Source: an optimization exercise on an open RTL-to-GDS flow (aim: small area, a short achievable clock period and few clock cycles per item). Production flows keep margins and buffers that such runs may drop.
At most, simulation tests tie the RTL to the original design; equivalence was not proved.
The RTL of run 1 was laid out without a check of its function.
Power and IR drop assume default switching activity.

===== design.v =====
module sha256(
    input clk,
    input reset,
    input [71:0] input_number,
    output done,
    output [255:0] hash,
    output [71:0] answer_number
);
    localparam [31:0] IV0 = 32'h6a09e667, IV1 = 32'hbb67ae85,
                      IV2 = 32'h3c6ef372, IV3 = 32'ha54ff53a,
                      IV4 = 32'h510e527f, IV5 = 32'h9b05688c,
                      IV6 = 32'h1f83d9ab, IV7 = 32'h5be0cd19;
    reg [71:0]  msg;             
    reg         done_r;
    reg [7:0]   lo;              
    reg [8:0]   hi;              
    reg         ph_pre, ph_rnd, ph_fin, ph_wmsg, idle;
    reg         ph_sh;           
    reg [31:0]  a, b, c, d, e, f, g, h;
    reg [31:0]  hkw;             
    reg [31:0]  w [0:15];        
    assign done = done_r;
    assign hash = {e, f, g, h, a, b, c, d};
    assign answer_number = msg;
    wire [31:0] kc;
    assign kc[0] = (hi[0] & (lo[1] | lo[2] | lo[3] | lo[4] | lo[5] | lo[7])) | (hi[1] & (lo[1] | lo[3] | lo[6])) | (hi[2] & (lo[0] | lo[4])) | (hi[3] & (lo[1] | lo[3] | lo[4] | lo[5] | lo[6] | lo[7])) | (hi[4] & (lo[0] | lo[3] | lo[5] | lo[7])) | (hi[5] & (lo[0] | lo[1] | lo[3] | lo[4] | lo[6])) | (hi[6] & (lo[3] | lo[4] | lo[6] | lo[7])) | (hi[7] & (lo[1] | lo[5] | lo[6])) | (hi[8] & (lo[0] | lo[1] | lo[3]));
    assign kc[1] = (hi[0] & (lo[2] | lo[4])) | (hi[1] & (lo[2] | lo[3] | lo[5] | lo[6])) | (hi[2] & (lo[1] | lo[2] | lo[4] | lo[5] | lo[7])) | (hi[3] & (lo[0] | lo[3] | lo[4] | lo[5] | lo[7])) | (hi[4] & (lo[3] | lo[5] | lo[6])) | (hi[5] & (lo[1] | lo[3])) | (hi[6] & (lo[0] | lo[4] | lo[5] | lo[6] | lo[7])) | (hi[7] & (lo[0] | lo[1] | lo[4] | lo[5] | lo[6] | lo[7])) | (hi[8] & (lo[1] | lo[3]));
    assign kc[2] = (hi[0] & (lo[2] | lo[3] | lo[6] | lo[7])) | (hi[1] & (lo[2] | lo[4] | lo[5] | lo[6] | lo[7])) | (hi[2] & (lo[1] | lo[2] | lo[3] | lo[4] | lo[6])) | (hi[3] & (lo[1] | lo[3] | lo[5] | lo[7])) | (hi[4] & (lo[0] | lo[2] | lo[4] | lo[6] | lo[7])) | (hi[5] & (lo[5] | lo[6])) | (hi[6] & (lo[0] | lo[2] | lo[3] | lo[6])) | (hi[7] & (lo[0] | lo[1] | lo[2] | lo[6])) | (hi[8] & (lo[2] | lo[3]));
    assign kc[3] = (hi[0] & (lo[0] | lo[2] | lo[4])) | (hi[1] & (lo[0] | lo[2] | lo[5])) | (hi[2] & (lo[3] | lo[4] | lo[5] | lo[6] | lo[7])) | (hi[3] & (lo[1] | lo[2])) | (hi[4] & (lo[1] | lo[2] | lo[5] | lo[6])) | (hi[5] & (lo[1] | lo[4])) | (hi[6] & (lo[1] | lo[2] | lo[5] | lo[6])) | (hi[7] & (lo[0] | lo[1] | lo[3] | lo[4] | lo[5])) | (hi[8] & (lo[0] | lo[1] | lo[2] | lo[3]));
    assign kc[4] = (hi[0] & (lo[0] | lo[1] | lo[4] | lo[5] | lo[7])) | (hi[1] & (lo[0] | lo[2] | lo[4] | lo[5] | lo[7])) | (hi[2] & (lo[6] | lo[7])) | (hi[3] & (lo[0] | lo[4] | lo[6])) | (hi[4] & (lo[1] | lo[2] | lo[3] | lo[4] | lo[5])) | (hi[5] & (lo[2] | lo[4] | lo[7])) | (hi[6] & (lo[0] | lo[3] | lo[4] | lo[7])) | (hi[7] & (lo[2] | lo[4] | lo[6] | lo[7])) | (hi[8] & (lo[0] | lo[3]));
    assign kc[5] = (hi[0] & (lo[3] | lo[5] | lo[6])) | (hi[1] & (lo[2] | lo[4] | lo[5] | lo[6] | lo[7])) | (hi[2] & (lo[4] | lo[5])) | (hi[3] & (lo[1] | lo[4] | lo[7])) | (hi[4] & (lo[1] | lo[2] | lo[5] | lo[6])) | (hi[5] & (lo[0] | lo[2] | lo[3] | lo[5] | lo[7])) | (hi[6] & (lo[3] | lo[4] | lo[7])) | (hi[7] & (lo[0] | lo[1] | lo[4] | lo[5] | lo[6] | lo[7])) | (hi[8] & (lo[1] | lo[3]));
    assign kc[6] = (hi[0] & (lo[2] | lo[4] | lo[5] | lo[7])) | (hi[1] & (lo[3] | lo[4] | lo[5] | lo[7])) | (hi[2] & (lo[0] | lo[2] | lo[3] | lo[4] | lo[6] | lo[7])) | hi[3] | (hi[4] & (lo[2] | lo[4])) | (hi[5] & (lo[1] | lo[2] | lo[7])) | (hi[6] & (lo[2] | lo[5] | lo[6] | lo[7])) | (hi[7] & (lo[0] | lo[1] | lo[4] | lo[5] | lo[6] | lo[7])) | (hi[8] & (lo[3]));
    assign kc[7] = (hi[0] & (lo[0] | lo[1] | lo[2] | lo[3] | lo[5] | lo[6] | lo[7])) | (hi[1] & (lo[0] | lo[2] | lo[3] | lo[5] | lo[6])) | (hi[2] & (lo[0] | lo[1] | lo[2] | lo[3] | lo[5] | lo[6] | lo[7])) | (hi[3] & (lo[2] | lo[3] | lo[4])) | (hi[4] & (lo[0] | lo[2] | lo[5] | lo[7])) | (hi[5] & (lo[0] | lo[3] | lo[6])) | (hi[6] & (lo[3] | lo[4] | lo[7])) | (hi[7] & (lo[0] | lo[4] | lo[5] | lo[6] | lo[7])) | (hi[8] & (lo[1] | lo[2]));
    assign kc[8] = (hi[0] & (lo[0] | lo[2] | lo[3] | lo[5])) | (hi[1] & (lo[1] | lo[2] | lo[3] | lo[4] | lo[5] | lo[7])) | (hi[2] & (lo[0] | lo[1] | lo[2] | lo[3] | lo[6])) | (hi[3] & (lo[0] | lo[2] | lo[3] | lo[4] | lo[5] | lo[6] | lo[7])) | (hi[4] & (lo[1] | lo[2] | lo[3] | lo[4] | lo[6])) | (hi[5] & (lo[2] | lo[3] | lo[6])) | (hi[6] & (lo[0] | lo[2] | lo[7])) | (hi[7] & (lo[1] | lo[4] | lo[6])) | (hi[8] & (lo[0] | lo[1]));
    assign kc[9] = (hi[0] & (lo[0] | lo[2] | lo[3] | lo[4] | lo[6] | lo[7])) | (hi[1] & (lo[0] | lo[1] | lo[6])) | (hi[2] & (lo[1])) | (hi[3] & (lo[1] | lo[2] | lo[3] | lo[4] | lo[6])) | (hi[4] & (lo[0] | lo[4] | lo[5])) | (hi[5] & (lo[1] | lo[2] | lo[5])) | (hi[6] & (lo[2] | lo[5] | lo[6] | lo[7])) | (hi[7] & (lo[0] | lo[1] | lo[3] | lo[4] | lo[6])) | (hi[8] & (lo[3]));
    assign kc[10] = (hi[0] & (lo[0] | lo[1] | lo[7])) | (hi[1] & (lo[2] | lo[3] | lo[4] | lo[6])) | (hi[2] & (lo[1] | lo[2] | lo[4] | lo[5])) | (hi[3] & (lo[1] | lo[2] | lo[3])) | (hi[4] & (lo[2] | lo[3] | lo[7])) | (hi[5] & (lo[1] | lo[5] | lo[6])) | (hi[6] & (lo[1] | lo[2] | lo[3] | lo[4] | lo[7])) | (hi[7] & (lo[4] | lo[5])) | (hi[8] & (lo[0]));
    assign kc[11] = (hi[0] & (lo[0] | lo[2] | lo[3] | lo[7])) | (hi[1] & (lo[0] | lo[1] | lo[3] | lo[4])) | (hi[2] & (lo[0] | lo[2] | lo[4] | lo[6] | lo[7])) | (hi[3] & (lo[3] | lo[4] | lo[7])) | (hi[4] & (lo[0] | lo[2] | lo[3] | lo[5] | lo[6] | lo[7])) | (hi[5] & (lo[0] | lo[2] | lo[4])) | (hi[6] & (lo[1] | lo[3] | lo[4] | lo[5] | lo[6] | lo[7])) | (hi[7] & (lo[2] | lo[4] | lo[5] | lo[7])) | (hi[8] & (lo[0] | lo[1] | lo[2]));
    assign kc[12] = (hi[0] & (lo[2] | lo[3] | lo[5] | lo[7])) | (hi[1] & (lo[1] | lo[3] | lo[4] | lo[5] | lo[7])) | (hi[2] & (lo[2])) | (hi[3] & (lo[0] | lo[3] | lo[5])) | (hi[4] & (lo[4])) | (hi[5] & (lo[3] | lo[6])) | (hi[6] & (lo[2] | lo[3])) | (hi[7] & (lo[2] | lo[4] | lo[7])) | (hi[8] & (lo[1] | lo[3]));
    assign kc[13] = (hi[0] & (lo[0] | lo[2])) | (hi[1] & (lo[0] | lo[3] | lo[5] | lo[7])) | (hi[2] & (lo[0] | lo[3] | lo[4] | lo[6])) | (hi[3] & (lo[2] | lo[3] | lo[6] | lo[7])) | (hi[4] & (lo[1] | lo[2] | lo[4] | lo[7])) | (hi[5] & (lo[0] | lo[1] | lo[4] | lo[6] | lo[7])) | (hi[6] & (lo[1] | lo[2] | lo[3] | lo[5] | lo[7])) | (hi[7] & (lo[1] | lo[2] | lo[4] | lo[5] | lo[6] | lo[7])) | (hi[8] & (lo[2]));
    assign kc[14] = (hi[0] & (lo[1] | lo[2] | lo[3] | lo[4] | lo[7])) | (hi[1] & (lo[1] | lo[3] | lo[4] | lo[7])) | (hi[2] & (lo[0] | lo[1])) | (hi[3] & (lo[0] | lo[1] | lo[3] | lo[6])) | (hi[4] & (lo[2] | lo[4] | lo[6])) | (hi[5] & (lo[0] | lo[1] | lo[3] | lo[4])) | (hi[6] & (lo[0] | lo[1] | lo[2] | lo[6] | lo[7])) | (hi[7] & (lo[1] | lo[2] | lo[4] | lo[5] | lo[7])) | (hi[8] & (lo[0] | lo[1] | lo[2] | lo[3]));
    assign kc[15] = (hi[0] & (lo[2] | lo[3] | lo[4] | lo[6])) | (hi[1] & (lo[0] | lo[2] | lo[5] | lo[7])) | (hi[2] & (lo[2] | lo[3] | lo[5] | lo[6] | lo[7])) | (hi[3] & (lo[1] | lo[5])) | (hi[4] & (lo[6])) | (hi[5] & (lo[0] | lo[2] | lo[4] | lo[7])) | (hi[6] & (lo[0] | lo[3] | lo[5] | lo[6])) | (hi[7] & (lo[0] | lo[4] | lo[6])) | (hi[8] & (lo[0] | lo[1]));
    assign kc[16] = (hi[0] & (lo[1] | lo[3] | lo[5] | lo[6])) | (hi[1] & (lo[0] | lo[1] | lo[2] | lo[7])) | (hi[2] & (lo[0] | lo[2] | lo[4] | lo[7])) | (hi[3] & (lo[1] | lo[2] | lo[3] | lo[5] | lo[7])) | (hi[4] & (lo[0] | lo[1])) | (hi[5] & (lo[0] | lo[2] | lo[5])) | (hi[6] & (lo[1])) | (hi[7] & (lo[0] | lo[1] | lo[3] | lo[6] | lo[7])) | (hi[8] & (lo[1] | lo[2]));
    assign kc[17] = (hi[0] & (lo[0] | lo[1] | lo[4] | lo[6])) | (hi[1] & (lo[0] | lo[1] | lo[4] | lo[5] | lo[7])) | (hi[2] & (lo[0] | lo[1])) | (hi[3] & (lo[0] | lo[2] | lo[5] | lo[6])) | (hi[4] & (lo[0] | lo[1] | lo[4] | lo[5] | lo[6] | lo[7])) | (hi[5] & (lo[0] | lo[1] | lo[2] | lo[4] | lo[6] | lo[7])) | (hi[6] & (lo[1] | lo[7])) | (hi[7] & (lo[0] | lo[3] | lo[4])) | (hi[8] & (lo[1] | lo[3]));
    assign kc[18] = (hi[0] & (lo[1] | lo[3] | lo[4] | lo[6] | lo[7])) | (hi[1] & (lo[0] | lo[3] | lo[4] | lo[5] | lo[6])) | (hi[2] & (lo[1] | lo[3] | lo[5])) | (hi[3] & (lo[0] | lo[5])) | (hi[4] & (lo[0] | lo[2])) | (hi[5] & (lo[0] | lo[3] | lo[6])) | (hi[6] & (lo[0] | lo[1] | lo[4] | lo[6] | lo[7])) | (hi[7] & (lo[0] | lo[1] | lo[3] | lo[4])) | (hi[8] & (lo[2] | lo[3]));
    assign kc[19] = (hi[0] & (lo[0] | lo[6] | lo[7])) | (hi[1] & (lo[3] | lo[4] | lo[5] | lo[6] | lo[7])) | (hi[2] & (lo[0] | lo[1] | lo[3] | lo[4] | lo[7])) | (hi[3] & (lo[0] | lo[3] | lo[6] | lo[7])) | (hi[4] & (lo[1] | lo[2] | lo[3] | lo[4] | lo[5])) | (hi[5] & (lo[0] | lo[1] | lo[2] | lo[3] | lo[5] | lo[6] | lo[7])) | (hi[6] & (lo[2] | lo[4] | lo[5] | lo[6] | lo[7])) | (hi[7] & (lo[0] | lo[2] | lo[4] | lo[6])) | (hi[8] & (lo[3]));
    assign kc[20] = (hi[0] & (lo[1] | lo[3] | lo[4] | lo[5] | lo[6] | lo[7])) | (hi[1] & (lo[2] | lo[4] | lo[5] | lo[6] | lo[7])) | (hi[2] & (lo[0] | lo[1] | lo[5] | lo[6] | lo[7])) | (hi[3] & (lo[0] | lo[1] | lo[3])) | (hi[4] & (lo[0] | lo[1] | lo[3] | lo[7])) | (hi[5] & (lo[0] | lo[1] | lo[4] | lo[5])) | (hi[6] & (lo[1] | lo[3] | lo[4] | lo[5] | lo[6])) | (hi[7] & (lo[4] | lo[5] | lo[6] | lo[7]));
    assign kc[21] = (hi[0] & (lo[1] | lo[3] | lo[5] | lo[6])) | (hi[1] & (lo[2] | lo[4])) | (hi[2] & (lo[1] | lo[4] | lo[5] | lo[6] | lo[7])) | (hi[3] & (lo[0] | lo[1] | lo[4] | lo[5] | lo[7])) | (hi[4] & (lo[0] | lo[2] | lo[3] | lo[5] | lo[7])) | (hi[5] & (lo[0] | lo[3] | lo[7])) | (hi[6] & (lo[0] | lo[1] | lo[3] | lo[7])) | (hi[7] & (lo[1] | lo[4] | lo[6] | lo[7])) | (hi[8] & (lo[0]));
    assign kc[22] = (hi[0] & (lo[2] | lo[4] | lo[5])) | (hi[1] & (lo[5] | lo[6])) | (hi[2] & (lo[2] | lo[4] | lo[5] | lo[7])) | (hi[3] & (lo[3] | lo[4] | lo[6])) | (hi[4] & (lo[5] | lo[6] | lo[7])) | (hi[5] & (lo[2] | lo[3] | lo[7])) | (hi[6] & (lo[2] | lo[5])) | (hi[7] & (lo[2] | lo[3] | lo[5] | lo[6] | lo[7])) | (hi[8] & (lo[0]));
    assign kc[23] = (hi[0] & (lo[0] | lo[2] | lo[3] | lo[5])) | (hi[1] & (lo[1] | lo[4] | lo[5] | lo[6] | lo[7])) | (hi[2] & (lo[0] | lo[1] | lo[2] | lo[4] | lo[6] | lo[7])) | (hi[3] & (lo[4] | lo[5] | lo[6])) | (hi[4] & (lo[0] | lo[6])) | (hi[5] & (lo[0] | lo[4] | lo[5])) | (hi[6] & (lo[0] | lo[3] | lo[5] | lo[6])) | (hi[7] & (lo[0] | lo[1] | lo[2] | lo[3] | lo[4] | lo[6])) | (hi[8] & (lo[0] | lo[1]));
    assign kc[24] = (hi[0] & (lo[1] | lo[2] | lo[3] | lo[4] | lo[5] | lo[7])) | (hi[1] & (lo[3] | lo[6] | lo[7])) | (hi[2] & (lo[1] | lo[2] | lo[4])) | (hi[3] & (lo[3] | lo[5])) | (hi[4] & (lo[0] | lo[2] | lo[3] | lo[4] | lo[6])) | (hi[5] & (lo[3] | lo[4])) | (hi[6] & (lo[0] | lo[2] | lo[4] | lo[6])) | (hi[8] & (lo[0] | lo[1] | lo[2] | lo[3]));
    assign kc[25] = (hi[0] & (lo[0] | lo[6] | lo[7])) | (hi[1] & (lo[1] | lo[4] | lo[6])) | (hi[2] & (lo[1] | lo[2] | lo[5] | lo[7])) | (hi[3] & (lo[3] | lo[4] | lo[6])) | (hi[4] & (lo[0] | lo[1] | lo[3] | lo[5] | lo[7])) | (hi[5] & (lo[0] | lo[2] | lo[3] | lo[5])) | (hi[6] & (lo[1] | lo[2] | lo[5] | lo[6])) | (hi[7] & (lo[6] | lo[7])) | (hi[8] & (lo[0] | lo[1] | lo[2]));
    assign kc[26] = (hi[0] & (lo[2])) | (hi[1] & (lo[2] | lo[3])) | (hi[2] & (lo[0] | lo[1] | lo[2] | lo[3] | lo[4] | lo[6] | lo[7])) | (hi[3] & (lo[3] | lo[4] | lo[5] | lo[6] | lo[7])) | (hi[4] & (lo[0] | lo[1] | lo[2] | lo[4] | lo[5])) | (hi[5] & (lo[3] | lo[5] | lo[6])) | (hi[6] & (lo[1] | lo[2] | lo[3] | lo[5])) | (hi[7] & (lo[0] | lo[2] | lo[3] | lo[5] | lo[6] | lo[7])) | (hi[8] & (lo[1]));
    assign kc[27] = (hi[0] & (lo[3] | lo[4] | lo[5] | lo[7])) | (hi[1] & (lo[0] | lo[6])) | (hi[2] & (lo[1] | lo[2] | lo[4] | lo[5] | lo[6])) | (hi[3] & (lo[0] | lo[1] | lo[3])) | (hi[4] & (lo[1] | lo[2])) | (hi[5] & (lo[1])) | (hi[6] & (lo[0] | lo[1] | lo[4] | lo[5] | lo[6] | lo[7])) | (hi[7] & (lo[1] | lo[3] | lo[6])) | (hi[8] & (lo[0] | lo[1] | lo[2]));
    assign kc[28] = (hi[0] & (lo[1] | lo[2] | lo[4] | lo[5] | lo[6])) | (hi[1] & (lo[0] | lo[1] | lo[3] | lo[4] | lo[6])) | (hi[2] & (lo[6] | lo[7])) | (hi[3] & (lo[0] | lo[2] | lo[3] | lo[5] | lo[7])) | (hi[4] & (lo[3] | lo[5] | lo[7])) | (hi[5] & (lo[4] | lo[5] | lo[6] | lo[7])) | (hi[6] & (lo[0] | lo[1] | lo[3] | lo[4] | lo[6])) | (hi[7] & (lo[0] | lo[1] | lo[4] | lo[6])) | (hi[8] & (lo[0] | lo[1] | lo[2] | lo[3]));
    assign kc[29] = (hi[0] & (lo[1] | lo[2] | lo[3] | lo[4] | lo[7])) | (hi[1] & (lo[2] | lo[4])) | (hi[2] & (lo[0] | lo[1] | lo[3] | lo[4] | lo[7])) | (hi[3] & (lo[1] | lo[2] | lo[3])) | (hi[4] & (lo[0] | lo[1] | lo[4] | lo[5])) | (hi[5] & (lo[0] | lo[1] | lo[6])) | (hi[6] & (lo[2] | lo[3] | lo[4] | lo[7])) | (hi[7] & (lo[0] | lo[1] | lo[5] | lo[6]));
    assign kc[30] = (hi[0] & (lo[0] | lo[1] | lo[3] | lo[5])) | (hi[1] & (lo[0] | lo[3] | lo[4] | lo[7])) | (hi[2] & (lo[0] | lo[1] | lo[5] | lo[6] | lo[7])) | (hi[3] & (lo[4] | lo[5])) | (hi[4] & (lo[2] | lo[3] | lo[4] | lo[5])) | (hi[5] & (lo[2] | lo[3] | lo[4] | lo[5] | lo[6])) | (hi[6] & (lo[5] | lo[6] | lo[7])) | (hi[7] & (lo[0] | lo[1] | lo[7])) | (hi[8] & (lo[0] | lo[3]));
    assign kc[31] = (hi[0] & (lo[2] | lo[3] | lo[6] | lo[7])) | (hi[1] & (lo[0] | lo[5] | lo[6] | lo[7])) | (hi[2] & (lo[0] | lo[1])) | (hi[3] & (lo[0] | lo[1] | lo[2] | lo[3] | lo[4] | lo[5])) | (hi[4] & (lo[6] | lo[7])) | (hi[5] & (lo[0] | lo[1] | lo[2] | lo[3] | lo[4] | lo[5] | lo[6])) | (hi[7] & (lo[2] | lo[3] | lo[4] | lo[5] | lo[6] | lo[7])) | (hi[8] & (lo[2]));
    function [31:0] rotr(input [31:0] x, input integer n);
        rotr = (x >> n) | (x << (32 - n));
    endfunction
    function [31:0] add_bk(input [31:0] x, input [31:0] y);
        reg [31:0] gg, pp, G, P;
        integer i, l, st;
        begin
            gg = x & y; pp = x ^ y;
            G = gg; P = pp;
            for (l = 0; l < 5; l = l + 1) begin
                st = 1 << l;
                for (i = 31; i >= 0; i = i - 1) if (i % (2*st) == 2*st - 1) begin
                    G[i] = G[i] | (P[i] & G[i-st]);
                    P[i] = P[i] & P[i-st];
                end
            end
            for (l = 3; l >= 0; l = l - 1) begin
                st = 1 << l;
                for (i = 31; i >= 0; i = i - 1) if (i >= 3*st - 1 && i % (2*st) == st - 1) begin
                    G[i] = G[i] | (P[i] & G[i-st]);
                    P[i] = P[i] & P[i-st];
                end
            end
            add_bk = pp ^ {G[30:0], 1'b0};
        end
    endfunction
    wire [31:0] S0  = rotr(a, 2) ^ rotr(a, 13) ^ rotr(a, 22);
    wire [31:0] S1  = rotr(e, 6) ^ rotr(e, 11) ^ rotr(e, 25);
    wire [31:0] ch  = (e & f) ^ (~e & g);
    wire [31:0] maj = (a & b) | (c & (a | b));
    wire [31:0] t1s, t1c_r;
    csa32 u_t1s (.x(hkw), .y(ch), .z(S1), .s(t1s), .c(t1c_r));
    wire [31:0] t1c = t1c_r << 1;
    wire [31:0] a2s, a2c_r;
    csa32 u_a2s (.x(t1s), .y(t1c), .z(maj), .s(a2s), .c(a2c_r));
    wire [31:0] a2c = a2c_r << 1;
    wire [31:0] a3s, a3c_r;
    csa32 u_a3s (.x(a2s), .y(a2c), .z(S0), .s(a3s), .c(a3c_r));
    wire [31:0] a3c = a3c_r << 1;
    wire [31:0] a_new;
    add32 u_a_new (.x(a3s), .y(a3c), .s(a_new));
    wire [31:0] ivd = ({32{lo[1]}} & IV3) | ({32{lo[2]}} & IV2) |
                      ({32{lo[3]}} & IV1) | ({32{lo[4]}} & IV0);
    wire [31:0] ex  = ph_fin ? ivd : t1s;
    wire [31:0] ey  = t1c & {32{~ph_fin}};
    wire [31:0] e2s, e2c_r;
    csa32 u_e2s (.x(ex), .y(ey), .z(d), .s(e2s), .c(e2c_r));
    wire [31:0] e2c = e2c_r << 1;
    wire [31:0] e_new;
    add32 u_e_new (.x(e2s), .y(e2c), .s(e_new));
    wire [31:0] s0w = rotr(w[14], 7) ^ rotr(w[14], 18) ^ (w[14] >> 3);
    wire [31:0] s1w = rotr(w[1], 17) ^ rotr(w[1], 19) ^ (w[1] >> 10);
    wire [31:0] w1s, w1c_r;
    csa32 u_w1s (.x(w[6]), .y(w[15]), .z(s0w), .s(w1s), .c(w1c_r));
    wire [31:0] w1c = w1c_r << 1;
    wire [31:0] w2s, w2c_r;
    csa32 u_w2s (.x(w1s), .y(w1c), .z(s1w), .s(w2s), .c(w2c_r));
    wire [31:0] w2c = w2c_r << 1;
    wire [31:0] w_sched;
    add32bk u_w_sched (.x(w2s), .y(w2c), .s(w_sched));
    wire [31:0] w_msg = ({32{hi[0] & lo[0]}} & msg[39:8]) |
                        ({32{hi[0] & lo[1]}} & {msg[7:0], 8'h80, 16'h0}) |
                        ({32{hi[1] & lo[6]}} & 32'd72);
    wire [31:0] w0_next = idle ? input_number[71:40]
                        : ph_wmsg ? w_msg : w_sched;
    wire [31:0] hx = ph_pre ? IV7 : g;
    wire [31:0] hz = w[0] & {32{~hi[8]}};
    wire [31:0] h1s, h1c_r;
    csa32 u_h1s (.x(hx), .y(kc), .z(hz), .s(h1s), .c(h1c_r));
    wire [31:0] h1c = h1c_r << 1;
    wire [31:0] hkw_next;
    add32bk u_hkw_next (.x(h1s), .y(h1c), .s(hkw_next));
    integer j;
    always @(posedge clk) begin
        for (j = 15; j > 0; j = j - 1) w[j] <= w[j-1];
        w[0] <= w0_next;
        hkw <= hkw_next;
    end
    function [31:0] pick(input [31:0] v_sh, input [31:0] v_hold, input [31:0] v_iv);
        pick = ({32{ph_sh}} & v_sh) | ({32{idle}} & v_hold) | ({32{ph_pre}} & v_iv);
    endfunction
    always @(posedge clk) begin
        a <= ({32{ph_rnd}} & a_new) | ({32{ph_fin}} & hkw) |
             ({32{idle}} & a) | ({32{ph_pre}} & IV0);
        b <= pick(a, b, IV1);
        c <= pick(b, c, IV2);
        d <= pick(c, d, IV3);
        e <= pick(e_new, e, IV4);
        f <= pick(e, f, IV5);
        g <= pick(f, g, IV6);
        h <= pick(g, h, IV7);
    end
    wire start = (input_number != msg);
    wire c64 = hi[8] & lo[0];
    wire c68 = hi[8] & lo[4];
    always @(posedge clk) begin
        if (start) begin
            lo <= 8'd1;
            hi <= 9'd1;
        end else begin
            lo <= {lo[6:0], lo[7]};
            if (lo[7]) hi <= {hi[7:0], hi[8]};
        end
    end
    always @(posedge clk or posedge reset) begin
        if (reset) begin
            msg <= 72'h0;
            done_r <= 1'b0;
            ph_pre <= 1'b0;
            ph_rnd <= 1'b0;
            ph_fin <= 1'b0;
            ph_sh <= 1'b0;
            ph_wmsg <= 1'b0;
            idle <= 1'b1;
        end else begin
            msg <= input_number;
            done_r <= start ? 1'b0 : (ph_fin & c68) ? 1'b1 : done_r;
            ph_pre <= start;
            ph_rnd <= ~start & (ph_pre | (ph_rnd & ~c64));
            ph_fin <= ~start & ((ph_rnd & c64) | (ph_fin & ~c68));
            ph_sh <= ~start & (ph_pre | ph_rnd | (ph_fin & ~c68));
            idle <= ~start & (idle | (ph_fin & c68));
            ph_wmsg <= start | (~start & (ph_pre | ph_rnd) & (hi[0] | (hi[1] & ~lo[6] & ~lo[7])));
        end
    end
endmodule
module csa32(input [31:0] x, input [31:0] y, input [31:0] z,
             output [31:0] s, output [31:0] c);
    assign s = ~(~x ^ y ^ z);
    assign c = ~((~x & ~y) | (~z & (~x | ~y)));
endmodule
module add32bk(input [31:0] x, input [31:0] y, output [31:0] s);
    wire [31:0] p0 = x ^ y;
    wire [31:0] g0 = x & y;
    wire g1_1 = g0[1] | (p0[1] & g0[0]);
    wire p1_1 = p0[1] & p0[0];
    wire g1_3 = g0[3] | (p0[3] & g0[2]);
    wire p1_3 = p0[3] & p0[2];
    wire g1_5 = g0[5] | (p0[5] & g0[4]);
    wire p1_5 = p0[5] & p0[4];
    wire g1_7 = g0[7] | (p0[7] & g0[6]);
    wire p1_7 = p0[7] & p0[6];
    wire g1_9 = g0[9] | (p0[9] & g0[8]);
    wire p1_9 = p0[9] & p0[8];
    wire g1_11 = g0[11] | (p0[11] & g0[10]);
    wire p1_11 = p0[11] & p0[10];
    wire g1_13 = g0[13] | (p0[13] & g0[12]);
    wire p1_13 = p0[13] & p0[12];
    wire g1_15 = g0[15] | (p0[15] & g0[14]);
    wire p1_15 = p0[15] & p0[14];
    wire g1_17 = g0[17] | (p0[17] & g0[16]);
    wire p1_17 = p0[17] & p0[16];
    wire g1_19 = g0[19] | (p0[19] & g0[18]);
    wire p1_19 = p0[19] & p0[18];
    wire g1_21 = g0[21] | (p0[21] & g0[20]);
    wire p1_21 = p0[21] & p0[20];
    wire g1_23 = g0[23] | (p0[23] & g0[22]);
    wire p1_23 = p0[23] & p0[22];
    wire g1_25 = g0[25] | (p0[25] & g0[24]);
    wire p1_25 = p0[25] & p0[24];
    wire g1_27 = g0[27] | (p0[27] & g0[26]);
    wire p1_27 = p0[27] & p0[26];
    wire g1_29 = g0[29] | (p0[29] & g0[28]);
    wire p1_29 = p0[29] & p0[28];
    wire g1_31 = g0[31] | (p0[31] & g0[30]);
    wire p1_31 = p0[31] & p0[30];
    wire g2_3 = g1_3 | (p1_3 & g1_1);
    wire p2_3 = p1_3 & p1_1;
    wire g2_7 = g1_7 | (p1_7 & g1_5);
    wire p2_7 = p1_7 & p1_5;
    wire g2_11 = g1_11 | (p1_11 & g1_9);
    wire p2_11 = p1_11 & p1_9;
    wire g2_15 = g1_15 | (p1_15 & g1_13);
    wire p2_15 = p1_15 & p1_13;
    wire g2_19 = g1_19 | (p1_19 & g1_17);
    wire p2_19 = p1_19 & p1_17;
    wire g2_23 = g1_23 | (p1_23 & g1_21);
    wire p2_23 = p1_23 & p1_21;
    wire g2_27 = g1_27 | (p1_27 & g1_25);
    wire p2_27 = p1_27 & p1_25;
    wire g2_31 = g1_31 | (p1_31 & g1_29);
    wire p2_31 = p1_31 & p1_29;
    wire g3_7 = g2_7 | (p2_7 & g2_3);
    wire p3_7 = p2_7 & p2_3;
    wire g3_15 = g2_15 | (p2_15 & g2_11);
    wire p3_15 = p2_15 & p2_11;
    wire g3_23 = g2_23 | (p2_23 & g2_19);
    wire p3_23 = p2_23 & p2_19;
    wire g3_31 = g2_31 | (p2_31 & g2_27);
    wire p3_31 = p2_31 & p2_27;
    wire g4_15 = g3_15 | (p3_15 & g3_7);
    wire p4_15 = p3_15 & p3_7;
    wire g4_31 = g3_31 | (p3_31 & g3_23);
    wire p4_31 = p3_31 & p3_23;
    wire g5_31 = g4_31 | (p4_31 & g4_15);
    wire p5_31 = p4_31 & p4_15;
    wire g6_23 = g3_23 | (p3_23 & g4_15);
    wire p6_23 = p3_23 & p4_15;
    wire g7_11 = g2_11 | (p2_11 & g3_7);
    wire p7_11 = p2_11 & p3_7;
    wire g7_19 = g2_19 | (p2_19 & g4_15);
    wire p7_19 = p2_19 & p4_15;
    wire g7_27 = g2_27 | (p2_27 & g6_23);
    wire p7_27 = p2_27 & p6_23;
    wire g8_5 = g1_5 | (p1_5 & g2_3);
    wire p8_5 = p1_5 & p2_3;
    wire g8_9 = g1_9 | (p1_9 & g3_7);
    wire p8_9 = p1_9 & p3_7;
    wire g8_13 = g1_13 | (p1_13 & g7_11);
    wire p8_13 = p1_13 & p7_11;
    wire g8_17 = g1_17 | (p1_17 & g4_15);
    wire p8_17 = p1_17 & p4_15;
    wire g8_21 = g1_21 | (p1_21 & g7_19);
    wire p8_21 = p1_21 & p7_19;
    wire g8_25 = g1_25 | (p1_25 & g6_23);
    wire p8_25 = p1_25 & p6_23;
    wire g8_29 = g1_29 | (p1_29 & g7_27);
    wire p8_29 = p1_29 & p7_27;
    wire g9_2 = g0[2] | (p0[2] & g1_1);
    wire p9_2 = p0[2] & p1_1;
    wire g9_4 = g0[4] | (p0[4] & g2_3);
    wire p9_4 = p0[4] & p2_3;
    wire g9_6 = g0[6] | (p0[6] & g8_5);
    wire p9_6 = p0[6] & p8_5;
    wire g9_8 = g0[8] | (p0[8] & g3_7);
    wire p9_8 = p0[8] & p3_7;
    wire g9_10 = g0[10] | (p0[10] & g8_9);
    wire p9_10 = p0[10] & p8_9;
    wire g9_12 = g0[12] | (p0[12] & g7_11);
    wire p9_12 = p0[12] & p7_11;
    wire g9_14 = g0[14] | (p0[14] & g8_13);
    wire p9_14 = p0[14] & p8_13;
    wire g9_16 = g0[16] | (p0[16] & g4_15);
    wire p9_16 = p0[16] & p4_15;
    wire g9_18 = g0[18] | (p0[18] & g8_17);
    wire p9_18 = p0[18] & p8_17;
    wire g9_20 = g0[20] | (p0[20] & g7_19);
    wire p9_20 = p0[20] & p7_19;
    wire g9_22 = g0[22] | (p0[22] & g8_21);
    wire p9_22 = p0[22] & p8_21;
    wire g9_24 = g0[24] | (p0[24] & g6_23);
    wire p9_24 = p0[24] & p6_23;
    wire g9_26 = g0[26] | (p0[26] & g8_25);
    wire p9_26 = p0[26] & p8_25;
    wire g9_28 = g0[28] | (p0[28] & g7_27);
    wire p9_28 = p0[28] & p7_27;
    wire g9_30 = g0[30] | (p0[30] & g8_29);
    wire p9_30 = p0[30] & p8_29;
    wire [31:0] cg = {g5_31, g9_30, g8_29, g9_28, g7_27, g9_26, g8_25, g9_24, g6_23, g9_22, g8_21, g9_20, g7_19, g9_18, g8_17, g9_16, g4_15, g9_14, g8_13, g9_12, g7_11, g9_10, g8_9, g9_8, g3_7, g9_6, g8_5, g9_4, g2_3, g9_2, g1_1, g0[0]};
    assign s = p0 ^ {cg[30:0], 1'b0};
endmodule
module add32(input [31:0] x, input [31:0] y, output [31:0] s);
    assign s = x + y;
endmodule

===== flow/run.sh =====
#!/bin/bash
set -uo pipefail
cd "$(dirname "$0")/.."
bash standard.sh \
  "BUFFER_PORTS_ARGS=-buffer_cell sky130_fd_sc_hd__buf_1" \
  SETUP_SLACK_MARGIN=7.7 \
  finish > standard.log 2>&1

===== standard.sh =====
#!/bin/bash
# synth_recipe.tcl (not shown) runs the flow's synth.tcl, then flattens the netlist and writes it again
# the make line also repeats each setting of config.mk as NAME=value (left out here)
make -C /OpenROAD-flow-scripts/flow DESIGN_CONFIG=/design/flow/config.mk WORK_HOME=/design/flow/orfs CLKGATE_MAP_FILE= SYNTH_SCRIPT=/design/flow/synth_recipe.tcl "${@:-finish}"

===== config.mk =====
export PLATFORM = sky130hd
export DESIGN_NAME = sha256
export DESIGN_NICKNAME = sha256
export VERILOG_FILES = /design/flow/design.v
export SDC_FILE = /design/flow/constraint.sdc
export NUM_CORES = 4
export LEC_CHECK = 0
export ABC_AREA = 1
export CAP_MARGIN = 20
export CORE_MARGIN = 2
export CORE_UTILIZATION = 45
export CTS_BUF_LIST = sky130_fd_sc_hd__clkbuf_8
export CTS_CLUSTER_SIZE = 30
export PLACE_DENSITY = 0.55
export SLEW_MARGIN = 20
export SYNTH_HIERARCHICAL = 1

===== constraint.sdc =====
create_clock -name core_clock -period 12.0 [get_ports {clk}]
set_input_delay 2.4000 -clock core_clock [delete_from_list [all_inputs] [get_ports {clk}]]
set_output_delay 2.4000 -clock core_clock [all_outputs]
set_load 0.01 [all_outputs]

==> notes.md, run 1 <==
# TYPE chip_impl_metric gauge
chip_impl_metric{name="postRouteWirelength",unit="um"} 167000
chip_impl_metric{name="synthesis.area",unit="sq mm"} 0.0420
chip_impl_metric{name="remaining_drc_errors",unit=""} 0
chip_impl_metric{name="cts_htree_levels",unit=""} 4
chip_impl_info{name="synth_largest_area_cell",value="dfxtp_1"} 1
chip_impl_metric{name="critPathMaxFanout",unit=""} 4
chip_impl_metric{name="die_area",unit="sq mm"} 0.0958
chip_impl_metric{name="swShare",unit=""} 0.346
chip_impl_metric{name="cp_data_required_time",unit="ps"} 12720
chip_impl_metric{name="clock_latency_at_the_later_pin_of_the_worst_skew_pair",unit="ps"} 870
chip_impl_metric{name="worstPathArrival",unit="ps"} 4960
chip_impl_metric{name="tot_pwr",unit="mW"} 8.46
chip_impl_metric{name="timing.max_slew.rel_slack",unit=""} 0.260
chip_impl_metric{name="clock_tree.buffer_depth",unit=""} 3
chip_impl_metric{name="timing_max_transition_violations_final",unit=""} 0
chip_impl_metric{name="seqCellArea",unit="sq mm"} 0.0185
chip_impl_info{name="status",value="finished clean"} 1
chip_impl_metric{name="vdd_drop_max",unit="mV"} 0.0959
chip_impl_metric{name="final_period_minus_worst_setup_slack",unit="ps"} 4250
chip_impl_metric{name="post_dr_wirelength_cell",unit="um"} 25.7
chip_impl_metric{name="grt_start_max_net_pins",unit=""} 97
chip_impl_info{name="main_combinational_cell_family_by_area_after_synthesis",value="adder cells"} 1
chip_impl_metric{name="dieHeight",unit="um"} 310
chip_impl_metric{name="clk_pin_slew_worst_paths",unit="ps"} 70
chip_impl_info{name="critical_path_class",value="reg2reg"} 1
chip_impl_metric{name="die_w",unit="um"} 310
chip_impl_metric{name="synth_seq_area_share",unit=""} 0.436
chip_impl_metric{name="dpl-instance-area",unit="sq mm"} 0.0446
chip_impl_metric{name="adder_cell_area_share_of_the_yosys_netlist",unit=""} 0.166
chip_impl_metric{name="final.setup_skew",unit="ps"} 66.7
chip_impl_metric{name="cts_buffers",unit=""} 149
chip_impl_metric{name="place_congestion",unit=""} 1.01
chip_impl_info{name="clock_tree.root_cell",value="clkbuf_8"} 1
chip_impl_metric{name="place.port_buffers",unit=""} 402
chip_impl_metric{name="start_util",unit=""} 0.452
chip_impl_metric{name="synth_edf_count",unit=""} 0
chip_impl_metric{name="power_density",unit="mW/mm^2"} 171
chip_impl_metric{name="grt_pass1_wl",unit="um"} 231000
chip_impl_metric{name="yosys.area_share.xor_xnor",unit=""} 0.0699
chip_impl_metric{name="via_count_of_the_first_global_routing_pass",unit=""} 31900
chip_impl_metric{name="share_of_the_synthesized_area_in_the_top_cell_type",unit=""} 0.389
chip_impl_metric{name="routed_via_density",unit=""} 5.29
chip_impl_metric{name="power_frac_comb",unit=""} 0.276
chip_impl_metric{name="max_clock_freq",unit="MHz"} 236
chip_impl_metric{name="p_int",unit="mW"} 5.54
chip_impl_info{name="rsz0062_at_grt",value="true"} 1
chip_impl_info{name="critical_path.endpoint_type",value="flip-flop"} 1
chip_impl_metric{name="post_synth_and_or_nand_nor_area_fraction",unit=""} 0.156
chip_impl_metric{name="sequentialPowerShare",unit=""} 0.379
chip_impl_metric{name="num-nets-final",unit=""} 5552
chip_impl_metric{name="multiInputGateArea",unit="sq mm"} 0.0214
chip_impl_metric{name="cts.sinks",unit=""} 896
chip_impl_metric{name="floorplan.rows",unit=""} 112
chip_impl_metric{name="placeableCoreArea",unit="sq mm"} 0.0929
chip_impl_metric{name="yosysUniqueCellTypes",unit=""} 58
chip_impl_metric{name="area_delta_synth_final",unit="%"} 17.5
chip_impl_metric{name="power.switching",unit="mW"} 2.93
chip_impl_info{name="synth_flop_cell",value="dfxtp_1"} 1
chip_impl_metric{name="yosys_warnings",unit=""} 9
chip_impl_metric{name="timing_worst_slew_pin_value",unit="ps"} 1110
chip_impl_metric{name="layout_worst_path_cycle_share",unit=""} 0.354
chip_impl_metric{name="postLayoutCellArea",unit="sq mm"} 0.0494
chip_impl_info{name="synth_commonest_cells",value="978 x nand2_1, 817 x dfxtp_1, 583 x inv_1, 281 x nor2_1, 258 x fa_1"} 1
chip_impl_metric{name="gr-total-overflow",unit=""} 0
chip_impl_metric{name="synth_compound_area_frac",unit=""} 0.0964
chip_impl_metric{name="grt_usage",unit=""} 0.343
chip_impl_metric{name="timing.hold.ws",unit="ps"} 278
chip_impl_info{name="worst_hold_path_class",value="reg2reg"} 1
chip_impl_metric{name="io_pins",unit=""} 403
chip_impl_metric{name="synth_seq_cells",unit=""} 896
chip_impl_info{name="ys_top_cells_by_area",value="dfxtp_1 39%, fa_1 12%, nand2_1 8.7%"} 1
chip_impl_metric{name="power.clock.fraction",unit=""} 0.346
chip_impl_metric{name="finalSetupViolations",unit=""} 0
chip_impl_info{name="cts_tree",value="yes"} 1
chip_impl_metric{name="cap_violations",unit=""} 0
chip_impl_metric{name="power_leakage",unit="nW"} 22.1
chip_impl_info{name="yosysMostFrequentCell",value="nand2_1"} 1
chip_impl_metric{name="synth_cells",unit=""} 4648
chip_impl_metric{name="drt-initial-drc-count",unit=""} 3837
chip_impl_metric{name="synth.mux.area_fraction",unit=""} 0.000536
chip_impl_metric{name="ys_async_sr_fraction",unit=""} 0.0882
chip_impl_metric{name="dp_hpwl",unit="um"} 131000
chip_impl_info{name="start_kind",value="flip-flop"} 1
chip_impl_metric{name="drtPass1Iterations",unit=""} 6
chip_impl_metric{name="final_hold_viol_count",unit=""} 0
chip_impl_metric{name="postSynthAreaPerCell",unit="sq um"} 9.04
chip_impl_metric{name="route.antenna.remaining_nets",unit=""} 0
chip_impl_metric{name="dr_total_vias",unit=""} 34200
chip_impl_metric{name="final_layout_size_suffix_gt1_frac",unit=""} 0.130
chip_impl_metric{name="tns",unit="ps"} 0
chip_impl_metric{name="fillerInstances",unit=""} 8856
chip_impl_metric{name="grt_antenna_before_repair",unit=""} 16
chip_impl_metric{name="cts_hold_buffers",unit=""} 0
==> per-stage QoR <==
step	setup slack, ps	instances	utilization
floorplan	8230	4655	-
global placement	7380	6152	0.480
detailed placement	7380	6152	0.480
CTS	7690	6417	0.517
global route	7660	6465	0.531
finish	7750	6469	0.531
==> worst max-delay path: stages (launching register included) <==
cell	delay, ps
dfxtp_1	310
inv_1	460
o21ai_2	240
fa_1	710
fa_1	470
fa_1	460
ha_1	350
nand2_1	110
inv_1	50
nand2_1	60
nand2_1	80
nand2_1	70
nand2_1	80
a21oi_1	200
nand2_1	80
nand2_1	60
nand2_1	90
a21oi_1	160
nand3_1	80
==> power by group through the flow <==
stage / Sequential [mW] / Combinational (mW) / Clock (mW)
after floorplan: 3.22 / 1.48 / 0
after global placement: 3.27 / 2.22 / 0
after detailed placement: 3.27 / 2.22 / 0
after CTS: 3.21 / 2.24 / 2.97
after global routing: 3.21 / 2.58 / 3.12
final: 3.20 / 2.33 / 2.93
==> cells by family (layout without fill, tap and decap cells) <==
| kind of cell | after synthesis | after routing |
|---|---|---|
| AO/OA/AOI/OAI | 650 | 650 |
| XOR/XNOR | 335 | 335 |
| adder cells (fa/ha/maj) | 410 | 410 |
| buffers and inverters | 804 | 1358 |
| flip-flops | 896 | 896 |
| multiplexers | 2 | 2 |
| other | 1 | 14 |
| AND/OR/NAND/NOR | 1550 | 1550 |
==> final cells by class <==
class | count | share of cell area
Tap cell | 1254 | 0.0318
Inverter | 611 | 0.0482
Multi-Input combinational cell | 2955 | 0.434
Antenna cell | 6 | 0.000304
Sequential cell | 896 | 0.374
Timing Repair Buffer | 487 | 0.0459
Clock buffer | 179 | 0.0499
Clock inverter | 81 | 0.0159
==> cells in the final DEF, fill, tap and decap left out, types with 17 or more instances in the layout <==
| cell type | synthesis | routed |
|---|---|---|
| a21oi_1 | 179 | 176 |
| a221o_1 | 79 | 79 |
| clkinvlp_4 | 0 | 20 |
| nor2_4 | 12 | 20 |
| xnor2_2 | 0 | 18 |
| inv_1 | 583 | 595 |
| buf_1 | 16 | 402 |
| xor2_1 | 80 | 64 |
| o21ai_1 | 18 | 33 |
| maj3_1 | 32 | 32 |
| buf_4 | 6 | 72 |
| a22o_1 | 23 | 23 |
| xnor2_1 | 255 | 236 |
| nand3_1 | 111 | 108 |
| o21ai_0 | 231 | 195 |
| nand2_1 | 978 | 958 |
| nand2_2 | 41 | 57 |
| dfxtp_4 | 0 | 23 |
| fa_1 | 258 | 241 |
| clkbuf_8 | 0 | 179 |
| dfrtp_1 | 78 | 75 |
| nand4_1 | 33 | 33 |
| dfxtp_2 | 0 | 34 |
| o22ai_1 | 32 | 32 |
| fa_2 | 0 | 17 |
| inv_2 | 23 | 29 |
| nor2_1 | 281 | 274 |
| nor3_1 | 23 | 18 |
| ha_1 | 120 | 111 |
| dfxtp_1 | 817 | 760 |
| nor2_2 | 37 | 36 |
==> registers in the layout, indices dropped and copies added, names as in the netlist, 8 cells and up <==
signal / flops
hi: 9
hkw: 32
g: 32
lo: 8
c: 32
a: 32
b: 32
f: 32
w: 512
h: 32
e: 32
msg: 72
d: 32
==> modules after synthesis, one instance, submodules excluded <==
module | cell area (sq um) | flops+latches | times used
sha256 | 30100 | 896 | 1
add32bk | 1340 | 0 | 2
csa32 | 641 | 0 | 7
add32 | 2360 | 0 | 2
==> layer usage <==
| metal | wire [um] | vias to the layer above | share of wire | track usage |
|---|---|---|---|---|
| met5 | 41 | - | 0.00025 | 0 |
| met2 | 68300 | 1702 | 0.41 | 0.478 |
| met3 | 17000 | 254 | 0.10 | 0.0997 |
| met4 | 5210 | 6 | 0.031 | 0.106 |
| met1 | 76100 | 16600 | 0.46 | 0.507 |
| li1 | - | 15600 | - | - |
==> path summary, 6_finish.rpt <==
check	from	end	slack (ps)	depth (start not counted)
min in group asynchronous	reset	msg[2]$_DFF_PP0_	1710	3
worst max register to register	g[14]$_DFF_P_	a[27]$_DFF_P_	7750	18
max in group asynchronous	reset	ph_sh$_DFF_PP0_	9210	4
worst min register to register	w[3][17]$_DFF_P_	w[4][17]$_DFF_P_	280	0
worst max-delay path	g[14]$_DFF_P_	a[27]$_DFF_P_	7750	18
worst min-delay path	w[3][17]$_DFF_P_	w[4][17]$_DFF_P_	280	0
==> what timing repair did <==
action                     in CTS  in global routing
setup endpoints to repair      59                 72
gates resized for setup        75                250
cloned                          0                  0
buffers inserted                5                 46
pin swaps                       3                 34
==> run 2, diff against run 1 <==
--- a/design.v
+++ b/design.v
@@ -94,8 +94,7 @@
     wire [31:0] a3s, a3c_r;
     csa32 u_a3s (.x(a2s), .y(a2c), .z(S0), .s(a3s), .c(a3c_r));
     wire [31:0] a3c = a3c_r << 1;
-    wire [31:0] a_new;
-    add32 u_a_new (.x(a3s), .y(a3c), .s(a_new));
+    wire [31:0] a_new = a3s + a3c;
     wire [31:0] ivd = ({32{lo[1]}} & IV3) | ({32{lo[2]}} & IV2) |
                       ({32{lo[3]}} & IV1) | ({32{lo[4]}} & IV0);
     wire [31:0] ex  = ph_fin ? ivd : t1s;
@@ -103,8 +102,7 @@
     wire [31:0] e2s, e2c_r;
     csa32 u_e2s (.x(ex), .y(ey), .z(d), .s(e2s), .c(e2c_r));
     wire [31:0] e2c = e2c_r << 1;
-    wire [31:0] e_new;
-    add32 u_e_new (.x(e2s), .y(e2c), .s(e_new));
+    wire [31:0] e_new = e2s + e2c;
     wire [31:0] s0w = rotr(w[14], 7) ^ rotr(w[14], 18) ^ (w[14] >> 3);
     wire [31:0] s1w = rotr(w[1], 17) ^ rotr(w[1], 19) ^ (w[1] >> 10);
     wire [31:0] w1s, w1c_r;
@@ -306,6 +304,3 @@
     wire [31:0] cg = {g5_31, g9_30, g8_29, g9_28, g7_27, g9_26, g8_25, g9_24, g6_23, g9_22, g8_21, g9_20, g7_19, g9_18, g8_17, g9_16, g4_15, g9_14, g8_13, g9_12, g7_11, g9_10, g8_9, g9_8, g3_7, g9_6, g8_5, g9_4, g2_3, g9_2, g1_1, g0[0]};
     assign s = p0 ^ {cg[30:0], 1'b0};
 endmodule
-module add32(input [31:0] x, input [31:0] y, output [31:0] s);
-    assign s = x + y;
-endmodule
==> run 2 against run 1 <==
Against the previous run:
- still clean
- sequential power about the same
- wire length decreased by 1.0%
- setup slack improved by 6.2 ps
- maximum frequency rose by 0.15%
- first-iteration DRC count up 0.26%
- via count decreased by 0.52%
- die area is 1.9% lower
- hold slack improved by 34 ps
- global-route usage up 0.53 points
- total power down 3.0%
- synthesized area decreased by 1.9%
- sequential share of layout area rose by 1.1 points
- critical endpoint is now hash[96]
- highest routed layer unchanged
==> notes.md, run 2 <==
# TYPE chip_impl_metric gauge
chip_impl_info{name="critical_path_class",value="reg2out"} 1
chip_impl_metric{name="io_pins",unit=""} 403
chip_impl_metric{name="timing_worst_slew_pin_value",unit="ps"} 1070
chip_impl_metric{name="synth_seq_cells",unit=""} 896
chip_impl_metric{name="timing.hold.ws",unit="ps"} 312
chip_impl_metric{name="grt_start_max_net_pins",unit=""} 89
chip_impl_metric{name="die_w",unit="um"} 307
chip_impl_metric{name="grt_usage",unit=""} 0.348
chip_impl_metric{name="setup_ws",unit="ps"} 7760
chip_impl_metric{name="grt_antenna_before_repair",unit=""} 8
chip_impl_metric{name="cts.sinks",unit=""} 896
chip_impl_info{name="critical_path.endpoint_type",value="primary output"} 1
chip_impl_info{name="final_common_cell",value="nand2_1"} 1
chip_impl_metric{name="synthesis.area",unit="sq mm"} 0.0412
chip_impl_metric{name="grt_use_met1",unit=""} 0.501
chip_impl_metric{name="power_density",unit="mW/mm^2"} 171
chip_impl_metric{name="route.antenna.remaining_nets",unit=""} 0
chip_impl_metric{name="worstPathArrival",unit="ps"} 1840
chip_impl_metric{name="via_count_of_the_first_global_routing_pass",unit=""} 32700
chip_impl_metric{name="synth_cells",unit=""} 4483
chip_impl_metric{name="dp_slack",unit="ps"} 6970
chip_impl_metric{name="num-nets-final",unit=""} 5372
chip_impl_metric{name="final.setup_skew",unit="ps"} 46.7
chip_impl_metric{name="postSynthAreaPerCell",unit="sq um"} 9.19
chip_impl_metric{name="synth_edf_count",unit=""} 0
chip_impl_metric{name="placeableCoreArea",unit="sq mm"} 0.0904
chip_impl_metric{name="floorplan.rows",unit=""} 110
chip_impl_metric{name="clock_tree.buffer_depth",unit=""} 3
chip_impl_info{name="status",value="finished clean"} 1
chip_impl_metric{name="critical_path.max_stage_delay",unit="ps"} 770
chip_impl_metric{name="dp_hpwl",unit="um"} 129000
chip_impl_metric{name="tns",unit="ps"} 0
chip_impl_metric{name="post_dr_wirelength_cell",unit="um"} 26.5
chip_impl_info{name="largest_registers",value="w (512), msg (72)"} 1
chip_impl_metric{name="area_delta_synth_final",unit="%"} 16.6
chip_impl_metric{name="critical_path.n_buffers_inverters",unit=""} 1
chip_impl_metric{name="grt_pass1_wl",unit="um"} 235000
chip_impl_metric{name="cts_hold_buffers",unit=""} 0
chip_impl_metric{name="routed_via_density",unit=""} 5.47
chip_impl_info{name="synth_commonest_cells",value="891 x nand2_1, 817 x dfxtp_1, 484 x inv_1, 270 x o21ai_0, 258 x fa_1"} 1
chip_impl_info{name="rsz0062_at_grt",value="true"} 1
chip_impl_metric{name="seqCellArea",unit="sq mm"} 0.0185
chip_impl_metric{name="drt-initial-drc-count",unit=""} 3847
chip_impl_info{name="grt.busiest_layer",value="met1"} 1
chip_impl_metric{name="synth_seq_area_share",unit=""} 0.445
chip_impl_metric{name="postLayoutCellArea",unit="sq mm"} 0.0481
chip_impl_info{name="clock_tree.root_cell",value="clkbuf_8"} 1
chip_impl_info{name="ys_top_cells_by_area",value="dfxtp_1 40%, fa_1 13%, nand2_1 8.1%"} 1
chip_impl_metric{name="power_leakage",unit="nW"} 21.0
chip_impl_info{name="yosysMostFrequentCell",value="nand2_1"} 1
chip_impl_metric{name="cap_violations",unit=""} 0
chip_impl_metric{name="timing_max_transition_violations_final",unit=""} 0
chip_impl_metric{name="largest_register_ff_count",unit=""} 512
chip_impl_metric{name="cts_buffers",unit=""} 148
chip_impl_metric{name="layout_worst_path_cycle_share",unit=""} 0.353
chip_impl_metric{name="gr-total-overflow",unit=""} 0
chip_impl_metric{name="tot_pwr",unit="mW"} 8.21
chip_impl_metric{name="ys_async_sr_fraction",unit=""} 0.0882
chip_impl_metric{name="grt_use_met3",unit=""} 0.0941
chip_impl_metric{name="gr-usage-met2",unit=""} 0.498
chip_impl_metric{name="yosys_warnings",unit=""} 9
chip_impl_metric{name="max_clock_freq",unit="MHz"} 236
chip_impl_metric{name="dr_total_vias",unit=""} 34000
chip_impl_metric{name="place_congestion",unit=""} 1.05
chip_impl_info{name="synth_largest_area_cell",value="dfxtp_1"} 1
chip_impl_info{name="kind_of_cell_with_the_highest_combined_delay_on_the_critical_path",value="flip-flops"} 1
chip_impl_info{name="cts_tree",value="yes"} 1
chip_impl_metric{name="place.port_buffers",unit=""} 402
chip_impl_metric{name="cp_data_required_time",unit="ps"} 9600
chip_impl_info{name="worst_hold_path_class",value="reg2reg"} 1
chip_impl_metric{name="yosysUniqueCellTypes",unit=""} 59
chip_impl_metric{name="dieHeight",unit="um"} 307
chip_impl_metric{name="finalSetupViolations",unit=""} 0
chip_impl_metric{name="clock_latency_at_the_later_pin_of_the_worst_skew_pair",unit="ps"} 870
chip_impl_metric{name="final_period_minus_worst_setup_slack",unit="ps"} 4240
chip_impl_info{name="start_kind",value="flip-flop"} 1
chip_impl_metric{name="die_area",unit="sq mm"} 0.0940
chip_impl_info{name="largest-register",value="w"} 1
chip_impl_metric{name="vdd_drop_max",unit="mV"} 0.120
chip_impl_metric{name="timing.max_slew.rel_slack",unit=""} 0.290
chip_impl_metric{name="dpl-instance-area",unit="sq mm"} 0.0436
chip_impl_info{name="worst_path_cell_chain",value="buf_1"} 1
chip_impl_metric{name="clk_pin_slew_worst_paths",unit="ps"} 60
chip_impl_metric{name="start_util",unit=""} 0.456
chip_impl_metric{name="fillerInstances",unit=""} 8567
chip_impl_metric{name="postRouteWirelength",unit="um"} 165000
chip_impl_info{name="highest_count_cells_in_the_layout_ignoring_fill_and_taps",value="871 x nand2_1, 757 x dfxtp_1, 502 x inv_1, 402 x buf_1, 248 x nor2_1"} 1
chip_impl_metric{name="share_of_the_synthesized_area_in_the_top_cell_type",unit=""} 0.397
chip_impl_metric{name="drtPass1Iterations",unit=""} 6
chip_impl_metric{name="instances_no_fill",unit=""} 6219
chip_impl_metric{name="final_hold_viol_count",unit=""} 0
chip_impl_metric{name="cts_htree_levels",unit=""} 4
chip_impl_metric{name="remaining_drc_errors",unit=""} 0
chip_impl_info{name="critPathSlowestCell",value="dfxtp_1"} 1
chip_impl_metric{name="critPathMaxFanout",unit=""} 7
chip_impl_metric{name="multiInputGateArea",unit="sq mm"} 0.0208
chip_impl_info{name="synth_flop_cell",value="dfxtp_1"} 1
chip_impl_metric{name="final_util",unit=""} 0.532
chip_impl_metric{name="dp_cells",unit=""} 5901
chip_impl_metric{name="final_layout_size_suffix_gt1_frac",unit=""} 0.120
==> run 2: changes by cell type after synthesis, sizes merged, moves of 26 or more <==
cell / delta
a21oi: +26
inv: -106
nand2: -106
nor2: -44
o21ai: +37
xor2: -26
==> run 2: report_power, final <==
part | internal [mW] | switching [mW]
Clock | 1.53 | 1.33
Combinational | 0.775 | 1.38
Sequential | 3.10 | 0.110
==> run 2: what timing repair did <==
item / 4_1_cts / 5_1_grt
gates resized for setup: 89 / 200
pin swaps: 6 / 47
setup buffers: 10 / 37
hold endpoints to repair: 0 / 0
endpoints found under the setup margin: 73 / 58
==> run 2: cells by family after synthesis <==
kind of cell / synth area share
compound gates: 0.107
xor+xnor: 0.0661
fa+ha+maj: 0.168
buf+inv: 0.0665
flops: 0.445
other cells: 0.0000910
simple gates: 0.147
==> run 2: final cells by class <==
cell class              count  area share
repair buffers            482      0.0451
clock buffers             184      0.0527
clock inverters            83      0.0135
diodes                      4    0.000208
well taps                1176      0.0306
multi-input cells        2887       0.432
flip-flops and latches    896       0.385
inverters                 507      0.0413
==> run 2: per-layer routing <==
layer | part of all wire | up-vias | wire length [um]
met5 | 0.00029 | - | 48
met4 | 0.043 | 8 | 7020
met2 | 0.41 | 1749 | 68400
li1 | - | 15300 | -
met1 | 0.44 | 16600 | 71800
met3 | 0.11 | 372 | 17600
==> run 2: per-module statistics from Yosys, one instance, submodules excluded <==
module,cells inside,area [sq um],flops+latches,copies in the design
sha256,3913,34000,896,1
add32bk,173,1340,0,2
csa32,32,641,0,7
==> run 2: path summary, 6_finish.rpt <==
kind | from | slack [ps] | cells after the start | endpoint
worst max-delay path | a[0]$_DFF_P_ | 7760 | 1 | hash[96]
worst min-delay path | w[11][20]$_DFF_P_ | 310 | 0 | w[12][20]$_DFF_P_
worst min register to register | w[11][20]$_DFF_P_ | 310 | 0 | w[12][20]$_DFF_P_
worst max register to register | g[23]$_DFF_P_ | 7820 | 15 | a[28]$_DFF_P_
min in group asynchronous | reset | 1620 | 2 | msg[15]$_DFF_PP0_
max in group asynchronous | reset | 9110 | 3 | ph_sh$_DFF_PP0_
Testbench counts of run 2, summed over its fixed seeds: cycles 26,880, items 384.
==> run 3, diff against run 2 <==
==> flow/run.sh (replaced) <==
#!/bin/bash
set -uo pipefail
cd "$(dirname "$0")/.."
bash standard.sh \
  "BUFFER_PORTS_ARGS=-buffer_cell sky130_fd_sc_hd__buf_1" \
  SETUP_SLACK_MARGIN=7.8 \
  finish > standard.log 2>&1
--- a/config.mk
+++ b/config.mk
@@ -8,9 +8,9 @@
 export ABC_AREA = 1
 export CAP_MARGIN = 20
 export CORE_MARGIN = 2
-export CORE_UTILIZATION = 45
+export CORE_UTILIZATION = 35
 export CTS_BUF_LIST = sky130_fd_sc_hd__clkbuf_8
 export CTS_CLUSTER_SIZE = 30
-export PLACE_DENSITY = 0.55
+export PLACE_DENSITY = 0.45
 export SLEW_MARGIN = 20
 export SYNTH_HIERARCHICAL = 1
==> run 3 against run 2 <==
Against the previous run:
- synthesized area unchanged
- core utilization fell by 11 points
- register-to-register slack gained 20 ps
- sequential share of layout area down 0.85 points
- combinational power decreased by 3%
- still clean on timing, DRC and antenna
- maximum frequency is 1.9% higher
- final cell count is 6.4% higher
- highest routed layer is now met4
- wire length grew 6.8%
==> notes.md, run 3 <==
# TYPE chip_impl_metric gauge
chip_impl_info{name="worstReg2RegEnd",value="hkw[31]$_DFF_P_"} 1
chip_impl_metric{name="timing_max_transition_violations_final",unit=""} 0
chip_impl_info{name="status",value="finished clean"} 1
chip_impl_metric{name="power_density",unit="mW/mm^2"} 167
chip_impl_metric{name="layout_worst_path_cycle_share",unit=""} 0.347
chip_impl_metric{name="vdd_drop_max",unit="mV"} 0.109
chip_impl_metric{name="final_period_minus_worst_setup_slack",unit="ps"} 4160
chip_impl_info{name="critical_path_class",value="reg2reg"} 1
chip_impl_metric{name="instances_no_fill",unit=""} 6616
chip_impl_metric{name="worstPathArrival",unit="ps"} 4920
chip_impl_metric{name="placeableCoreArea",unit="sq mm"} 0.117
chip_impl_metric{name="via_count_of_the_first_global_routing_pass",unit=""} 33300
chip_impl_metric{name="cap_violations",unit=""} 0
chip_impl_metric{name="grt_antenna_before_repair",unit=""} 6
chip_impl_info{name="cts_tree",value="yes"} 1
chip_impl_metric{name="critPathMaxFanout",unit=""} 14
chip_impl_metric{name="synth_edf_count",unit=""} 0
chip_impl_info{name="final_common_cell",value="nand2_1"} 1
chip_impl_metric{name="ys_async_sr_fraction",unit=""} 0.0882
chip_impl_metric{name="place_congestion",unit=""} 0.986
chip_impl_info{name="clock_tree.root_cell",value="clkbuf_8"} 1
chip_impl_metric{name="power_leakage",unit="nW"} 21.4
chip_impl_metric{name="area_delta_synth_final",unit="%"} 19.6
chip_impl_metric{name="final_layout_size_suffix_gt1_frac",unit=""} 0.137
chip_impl_metric{name="cts_buffers",unit=""} 155
chip_impl_metric{name="cts.sinks",unit=""} 896
chip_impl_metric{name="gr-total-overflow",unit=""} 0
chip_impl_info{name="synth_largest_area_cell",value="dfxtp_1"} 1
chip_impl_metric{name="critical_path.n_buffers_inverters",unit=""} 4
chip_impl_metric{name="final_hold_viol_count",unit=""} 0
chip_impl_info{name="cp-endpoint",value="hkw[31]$_DFF_P_"} 1
chip_impl_metric{name="postLayoutCellArea",unit="sq mm"} 0.0493
chip_impl_info{name="start_kind",value="flip-flop"} 1
chip_impl_metric{name="post_dr_wirelength_cell",unit="um"} 26.6
chip_impl_metric{name="grt_start_max_net_pins",unit=""} 188
chip_impl_metric{name="dp_cells",unit=""} 6258
chip_impl_metric{name="synthesis.area",unit="sq mm"} 0.0412
chip_impl_metric{name="dp_hpwl",unit="um"} 138000
chip_impl_metric{name="share_of_the_synthesized_area_in_the_top_cell_type",unit=""} 0.397
chip_impl_metric{name="die_area",unit="sq mm"} 0.121
chip_impl_metric{name="place.port_buffers",unit=""} 402
chip_impl_metric{name="largest_register_ff_count",unit=""} 512
chip_impl_metric{name="max_clock_freq",unit="MHz"} 240
chip_impl_metric{name="clock_tree.buffer_depth",unit=""} 3
chip_impl_info{name="critical_path.endpoint_type",value="flip-flop"} 1
chip_impl_metric{name="postRouteWirelength",unit="um"} 176000
chip_impl_info{name="ys_top_cells_by_area",value="dfxtp_1 40%, fa_1 13%, nand2_1 8.1%"} 1
chip_impl_metric{name="clk_pin_slew_worst_paths",unit="ps"} 80
chip_impl_metric{name="remaining_drc_errors",unit=""} 0
==> run 3: worst min-delay path by stage <==
stage,start,endpoint,slack [ps],cells past startpoint
final,w[10][6]$_DFF_P_,w[11][6]$_DFF_P_,300,0
after global routing,w[2][14]$_DFF_P_,w[3][14]$_DFF_P_,300,0
after CTS,w[5][17]$_DFF_P_,w[6][17]$_DFF_P_,290,0
after detailed placement,w[13][22]$_DFF_P_,w[14][22]$_DFF_P_,310,0
after global placement,w[12][24]$_DFF_P_,w[13][24]$_DFF_P_,310,0
after floorplan,w[9][0]$_DFF_P_,w[10][0]$_DFF_P_,310,0
==> run 3: what timing repair did <==
item / in CTS / in global routing
endpoints found under the hold margin: 0 / 0
buffers inserted: 24 / 45
hold buffers: 0 / 0
resized for setup: 158 / 235
cloned: 1 / 0
pin swaps: 21 / 66
endpoints found under the setup margin: 129 / 65
==> run 3: area by class of cell <==
| class | count | area, sq um | share of cell area |
|---|---|---|---|
| Timing Repair Buffer | 513 | 2430 | 0.0492 |
| Sequential cell | 896 | 18600 | 0.376 |
| Clock buffer | 190 | 2620 | 0.0531 |
| Antenna cell | 7 | 17.5 | 0.000355 |
| Inverter | 507 | 1970 | 0.0399 |
| Clock inverter | 91 | 669 | 0.0136 |
| Tap cell | 1524 | 1910 | 0.0387 |
| Multi-Input combinational cell | 2888 | 21100 | 0.429 |
==> run 3: through the flow <==
step           worst slack, ps  hold WS (ps)
2_1_floorplan             8150           310
6_report                  7840           296
3_3_place_gp              7070           309
4_1_cts                   7800           291
5_1_grt                   7720           305
3_5_place_dp              7000           312
==> run 3: metal layers <==
metal,global-route usage,wire length [um],vias up
met5,0,0,-
met4,0.108,6140,0
met3,0.0535,12600,308
met2,0.447,78900,1419
met1,0.398,78400,16600
li1,-,-,15400
==> run 3: cell families after synthesis <==
kind of cell	synth area share
and+or+nand+nor	0.147
AOI/OAI and AO/OA	0.107
DFF	0.445
other	0.0000910
xor gates and xnor gates	0.0661
buffers and inverters	0.0665
adders and majority gates	0.168
==> run 3: modules after synthesis (local to each module, per instance) <==
| module | times used | area [sq um] | flip-flops and latches | cells |
|---|---|---|---|---|
| sha256 | 1 | 34000 | 896 | 3913 |
| add32bk | 2 | 1340 | 0 | 173 |
| csa32 | 7 | 641 | 0 | 32 |
==> run 3: where the power goes <==
group | switching [mW] | total, mW | internal [mW] | leakage [nW]
Clock | 1.35 | 2.92 | 1.57 | 1.90
Combinational | 1.30 | 2.08 | 0.785 | 11.7
Sequential | 0.111 | 3.21 | 3.10 | 7.73
Total | 2.76 | 8.21 | 5.45 | 21.4

## static timing again, ports no longer ideal
How much do the figures lean on ideal ports? The routed layouts below were timed once more, with nothing changed but the port constraints. Step 1 assumes that a clkbuf_16 drives the clock port and a buf_2 every other input. Step 2 adds t to the input delays and takes it off the output delays; t is the mean of the earliest and latest rising clock arrival at the registers after step 1. Input paths then give back, and output paths get back, about the clock's delay inside the block. Slacks: ideal / step 1 / step 2; pairs: ideal / step 1.
run	shift t [ns]	setup WS [ns]	worst setup path at the end	worst data-port slew with drivers (ns)	cell pins on the clock port's net
run 1	0.912	7.754 / 7.736 / 7.543	input to register	0.07	1
run 2	0.913	7.761 / 7.689 / 7.376	input to register	0.08	1
run 3	0.925	7.840 / 7.791 / 7.165	input to register	0.09	1
After both steps every run listed still meets setup and hold. The setup slack of run 3, which loses most, moves by -0.049 ns with the drivers and by -0.675 ns with both steps.
